Context: an optimization exercise on an open-source flow, tuned for small area and a short achievable clock period. The choices shown serve that exercise and are no tape-out recipe. Function was checked by simulation only, so behaviour that the tests miss may differ from the original. The clock port is modelled as an ideal driver, which makes a skipped or thinned clock tree look cheaper than it is; a real chip needs a root buffer or a tree. Power figures rest on the tool's default switching activity, not on a simulated workload.

==> flow/design.v (excerpt) <==
module CLA_64_4 (   input  [63:0] a_inp,
                    input  [63:0] b_inp,
                    output reg [63:0] s_out,
                    output reg        c_out,
                    input         clock,
                    input         reset);
==> flow/config.mk <==
export PLATFORM = sky130hd
export DESIGN_NAME = CLA_64_4
export DESIGN_NICKNAME = CLA_64_4
export VERILOG_FILES = /design/flow/design.v
export SDC_FILE = /design/flow/constraint.sdc
export NUM_CORES = 4
export LEC_CHECK = 0
export CAP_MARGIN = 20
export CORE_MARGIN = 2
export CORE_UTILIZATION = 60
export SLEW_MARGIN = 20
export TNS_END_PERCENT = 0
export BUFFER_PORTS_ARGS = -buffer_cell sky130_fd_sc_hd__buf_1
export PRE_CTS_TCL = /design/flow/flow/cts_manual.tcl
export MANUAL_CTS_NLEAF = 8
export MANUAL_CTS_NL1 = 4
export MANUAL_CTS_LEAF = sky130_fd_sc_hd__inv_12
export MANUAL_CTS_L1 = sky130_fd_sc_hd__inv_4
export SETUP_SLACK_MARGIN = 6.6
==> flow/constraint.sdc <==
create_clock -name core_clock -period 9.0 [get_ports {clock}]
set_input_delay 1.8000 -clock core_clock [delete_from_list [all_inputs] [get_ports {clock}]]
set_output_delay 1.8000 -clock core_clock [all_outputs]
set_load 0.01 [all_outputs]
standard.sh (not shown) runs the stock make flow with config.mk's settings and CLKGATE_MAP_FILE= SYNTH_SCRIPT=/design/flow/synth_recipe.tcl, a recipe that flattens the netlist after the stock synthesis.
==> flow/flow/run.sh <==
#!/bin/bash
set -e
cat >> config.mk <<CFG
export BUFFER_PORTS_ARGS = -buffer_cell sky130_fd_sc_hd__buf_1
export PRE_CTS_TCL = $PWD/flow/cts_manual.tcl
export MANUAL_CTS_NLEAF = 8
export MANUAL_CTS_NL1 = 4
export MANUAL_CTS_LEAF = sky130_fd_sc_hd__inv_12
export MANUAL_CTS_L1 = sky130_fd_sc_hd__inv_4
export SETUP_SLACK_MARGIN = 6.6
CFG
bash standard.sh > standard.log 2>&1
==> flow/flow/cts_manual.tcl <==
# Pre-CTS hook: a small, balanced clock tree built by hand.
# The flip-flops are split by balanced k-means on their placed locations
# into NLEAF groups; each group gets a leaf clock buffer at its centre. The
# leaf buffers are split the same way into NL1 groups, each driven by one
# first-level buffer, and the first-level buffers are driven by the clock
# port (NL1 = 0: the leaves hang on the port). Every flip-flop sits behind
# the same number of buffers, so all of them get the same clock latency up
# to wire and load differences. The standard clock_tree_synthesis call that
# follows in cts.tcl is turned into a no-op. The buffers may be inverters
# (both levels then, so the flip-flops see the clock's own polarity).

# balanced k-means: items are {obj x y}; returns the group index of each item
proc mcts_cluster {items k} {
  set n [llength $items]
  set sorted [lsort -integer -index 1 $items]
  set centres {}
  for {set g 0} {$g < $k} {incr g} {
    set lo [expr {$g * $n / $k}]
    set hi [expr {($g + 1) * $n / $k - 1}]
    set ax 0; set ay 0
    foreach s [lrange $sorted $lo $hi] { incr ax [lindex $s 1]; incr ay [lindex $s 2] }
    set m [expr {max(1, $hi - $lo + 1)}]
    lappend centres [list [expr {$ax / $m}] [expr {$ay / $m}]]
  }
  set cap [expr {($n + $k - 1) / $k}]
  for {set iter 0} {$iter < 40} {incr iter} {
    set pairs {}
    set i 0
    foreach s $items {
      for {set g 0} {$g < $k} {incr g} {
        set c [lindex $centres $g]
        set dx [expr {[lindex $s 1] - [lindex $c 0]}]
        set dy [expr {[lindex $s 2] - [lindex $c 1]}]
        lappend pairs [list [expr {$dx * $dx + $dy * $dy}] $i $g]
      }
      incr i
    }
    set pairs [lsort -integer -index 0 $pairs]
    array unset asg
    for {set g 0} {$g < $k} {incr g} { set cnt($g) 0; set sx($g) 0; set sy($g) 0 }
    foreach p $pairs {
      lassign $p d i g
      if {[info exists asg($i)] || $cnt($g) >= $cap} continue
      set asg($i) $g
      incr cnt($g)
    }
    for {set i 0} {$i < $n} {incr i} {
      incr sx($asg($i)) [lindex [lindex $items $i] 1]
      incr sy($asg($i)) [lindex [lindex $items $i] 2]
    }
    set centres {}
    for {set g 0} {$g < $k} {incr g} {
      lappend centres [list [expr {$sx($g) / max(1, $cnt($g))}] [expr {$sy($g) / max(1, $cnt($g))}]]
    }
  }
  set out {}
  for {set i 0} {$i < $n} {incr i} { lappend out $asg($i) }
  return [list $out $centres]
}

proc mcts_centre {iterm} {
  set bb [[$iterm getInst] getBBox]
  return [list $iterm [expr {([$bb xMin] + [$bb xMax]) / 2}] [expr {([$bb yMin] + [$bb yMax]) / 2}]]
}

# one buffer per group: moves each group's sinks onto a new net driven by
# the buffer; returns the buffers' input pins as items
proc mcts_level {block master items k name driver_net} {
  lassign [mcts_cluster $items $k] asg centres
  set outs {}
  for {set g 0} {$g < $k} {incr g} {
    set inst [odb::dbInst_create $block $master "${name}_$g"]
    set net [odb::dbNet_create $block "${name}_net_$g"]
    $net setSigType CLOCK
    set opin X
    if {[$master findMTerm Y] ne "NULL"} { set opin Y }
    [$inst findITerm $opin] connect $net
    [$inst findITerm A] connect $driver_net
    lassign [lindex $centres $g] cx cy
    $inst setLocation [expr {$cx - [$master getWidth] / 2}] [expr {$cy - [$master getHeight] / 2}]
    $inst setPlacementStatus PLACED
    set bnet($g) $net
    set cnt($g) 0
    lappend outs [mcts_centre [$inst findITerm A]]
  }
  set i 0
  foreach s $items {
    set it [lindex $s 0]
    $it disconnect
    $it connect $bnet([lindex $asg $i])
    incr cnt([lindex $asg $i])
    incr i
  }
  for {set g 0} {$g < $k} {incr g} { puts "manual cts: $name $g drives $cnt($g) pins near [lindex $centres $g]" }
  return $outs
}

proc manual_cts {} {
  set nleaf 8
  set nl1 2
  set leafcell sky130_fd_sc_hd__clkbuf_16
  set l1cell sky130_fd_sc_hd__clkbuf_16
  if {[info exists ::env(MANUAL_CTS_NLEAF)]} { set nleaf $::env(MANUAL_CTS_NLEAF) }
  if {[info exists ::env(MANUAL_CTS_NL1)]} { set nl1 $::env(MANUAL_CTS_NL1) }
  if {[info exists ::env(MANUAL_CTS_LEAF)]} { set leafcell $::env(MANUAL_CTS_LEAF) }
  if {[info exists ::env(MANUAL_CTS_L1)]} { set l1cell $::env(MANUAL_CTS_L1) }
  set db [ord::get_db]
  set block [ord::get_db_block]
  set clk_net [$block findNet clock]
  set sinks {}
  foreach it [$clk_net getITerms] { lappend sinks [mcts_centre $it] }
  puts "manual cts: [llength $sinks] clock sinks, $nleaf leaf buffers, $nl1 first-level buffers"
  set leaves [mcts_level $block [$db findMaster $leafcell] $sinks $nleaf clkbuf_leaf $clk_net]
  if {$nl1 > 0} {
    mcts_level $block [$db findMaster $l1cell] $leaves $nl1 clkbuf_l1 $clk_net
  }
}
manual_cts

set_propagated_clock [all_clocks]
# cts.tcl next calls repair_clock_inverters, which would clone the tree's
# inverters per load, and then clock_tree_synthesis; the tree is complete,
# so both are skipped.
rename repair_clock_inverters orig_repair_clock_inverters
proc repair_clock_inverters {args} { puts "manual cts: repair_clock_inverters skipped" }
rename clock_tree_synthesis orig_clock_tree_synthesis
proc clock_tree_synthesis {args} { puts "manual cts: clock_tree_synthesis skipped" }

# The port buffers are all made from one cell by buffer_ports; the output
# ports' buffers may be swapped to another (PORT_OUT_BUF).
if {[info exists ::env(PORT_OUT_BUF)]} {
  set m [[ord::get_db] findMaster $::env(PORT_OUT_BUF)]
  set k 0
  foreach bt [[ord::get_db_block] getBTerms] {
    if {[$bt getIoType] ne "OUTPUT"} continue
    set drv [[$bt getNet] getFirstOutput]
    if {$drv eq "NULL"} continue
    [$drv getInst] swapMaster $m
    incr k
  }
  puts "port buffers: $k output port drivers made $::env(PORT_OUT_BUF)"
}
Edit:
--- a/flow/flow/run.sh
+++ b/flow/flow/run.sh
@@ -10 +10 @@
-export SETUP_SLACK_MARGIN = 6.6
+export SETUP_SLACK_MARGIN = 6.42
SETUP_SLACK_MARGIN = 6.42   (was 6.6)
- via count stays flat
- critical path depth is unchanged
- register-to-register slack gets worse by 60 ps
- cell area came out lower by 0.66%
- final cell count hardly moves
- power shrinks by 0.40%
- fmax hardly moves
Edit:
--- a/flow/flow/run.sh
+++ b/flow/flow/run.sh
@@ -4 +4 @@
-export BUFFER_PORTS_ARGS = -buffer_cell sky130_fd_sc_hd__buf_1
+export BUFFER_PORTS_ARGS = -buffer_cell sky130_fd_sc_hd__buf_2
@@ -10 +10 @@
-export SETUP_SLACK_MARGIN = 6.42
+export SETUP_SLACK_MARGIN = 6.35
--- a/flow/flow/cts_manual.tcl
+++ b/flow/flow/cts_manual.tcl
@@ -128,15 +127,0 @@
-
-# The port buffers are all made from one cell by buffer_ports; the output
-# ports' buffers may be swapped to another (PORT_OUT_BUF).
-if {[info exists ::env(PORT_OUT_BUF)]} {
-  set m [[ord::get_db] findMaster $::env(PORT_OUT_BUF)]
-  set k 0
-  foreach bt [[ord::get_db_block] getBTerms] {
-    if {[$bt getIoType] ne "OUTPUT"} continue
-    set drv [[$bt getNet] getFirstOutput]
-    if {$drv eq "NULL"} continue
-    [$drv getInst] swapMaster $m
-    incr k
-  }
-  puts "port buffers: $k output port drivers made $::env(PORT_OUT_BUF)"
-}
BUFFER_PORTS_ARGS = -buffer_cell sky130_fd_sc_hd__buf_2   (was -buffer_cell sky130_fd_sc_hd__buf_1)
CORE_UTILIZATION = 40   (was 60)
SETUP_SLACK_MARGIN = 6.35   (was 6.42)
TNS_END_PERCENT = not set   (was 0)
After rerunning: The new run completed with no timing, DRC or antenna violations. Utilization falls by 23 points. Design area rises by 4.7%. First-iteration DRC count drops by 14%. Cell count is higher by 11%.
Edit:
==> flow/flow/run.sh (replaced) <==
#!/bin/bash
set -e
cat >> config.mk <<CFG
export BUFFER_PORTS_ARGS = -buffer_cell sky130_fd_sc_hd__buf_1
export PRE_CTS_TCL = $PWD/flow/cts_manual.tcl
export MANUAL_CTS_NLEAF = 8
export MANUAL_CTS_NL1 = 4
export MANUAL_CTS_LEAF = sky130_fd_sc_hd__inv_16
export MANUAL_CTS_L1 = sky130_fd_sc_hd__inv_6
export SETUP_SLACK_MARGIN = 6.5
CFG
bash standard.sh > standard.log 2>&1
--- a/flow/flow/cts_manual.tcl
+++ b/flow/flow/cts_manual.tcl
@@ -127,0 +128,15 @@
+
+# The port buffers are all made from one cell by buffer_ports; the output
+# ports' buffers may be swapped to another (PORT_OUT_BUF).
+if {[info exists ::env(PORT_OUT_BUF)]} {
+  set m [[ord::get_db] findMaster $::env(PORT_OUT_BUF)]
+  set k 0
+  foreach bt [[ord::get_db_block] getBTerms] {
+    if {[$bt getIoType] ne "OUTPUT"} continue
+    set drv [[$bt getNet] getFirstOutput]
+    if {$drv eq "NULL"} continue
+    [$drv getInst] swapMaster $m
+    incr k
+  }
+  puts "port buffers: $k output port drivers made $::env(PORT_OUT_BUF)"
+}
BUFFER_PORTS_ARGS = -buffer_cell sky130_fd_sc_hd__buf_1   (was -buffer_cell sky130_fd_sc_hd__buf_2)
CORE_UTILIZATION = 60   (was 40)
MANUAL_CTS_L1 = sky130_fd_sc_hd__inv_6   (was sky130_fd_sc_hd__inv_4)
MANUAL_CTS_LEAF = sky130_fd_sc_hd__inv_16   (was sky130_fd_sc_hd__inv_12)
SETUP_SLACK_MARGIN = 6.5   (was 6.35)
TNS_END_PERCENT = 0   (was not set)
What happened: The new run passed the timing, design-rule and antenna checks; total power climbs by about 0.75%; setup slack degrades by 11 ps; synthesized area stays the same; via count climbs by 2.7%.
No run of this note takes its clock network from TritonCTS; it comes from the design's own scripts or RTL.

==> static timing again, ports no longer ideal <==
How much do the figures lean on ideal ports? The routed layouts below were timed once more, with nothing changed but the port constraints. Step 1 sets driving cells, clkbuf_16 on the clock port and buf_2 on the other inputs (assumed; they add their load-dependent delay and slew). Step 2 moves the port delays by t, midway between the first and last clock arrival at a register: inputs arrive t later, outputs are due t later. That takes back most of the time a late clock gives input paths. Slacks: ideal ports / drivers / drivers and shift; pairs: ideal ports / drivers.
run	t, ns	slack for setup (ns)	hold WS [ns]	latest minus earliest clock arrival (ns)	worst data-port slew with drivers (ns)
the first run	0.242	6.496 / 6.423 / 6.323	0.352 / 0.353 / 0.353	0.013 / 0.014	0.06
the second run	0.240	6.494 / 6.426 / 6.324	0.352 / 0.352 / 0.352	0.013 / 0.012	0.06
the third run	0.244	6.483 / 6.414 / 6.310	0.353 / 0.354 / 0.354	0.015 / 0.014	0.04
the fourth run	0.241	6.471 / 6.427 / 6.319	0.350 / 0.350 / 0.350	0.011 / 0.011	0.06
After both steps setup and hold are still met in every run listed.
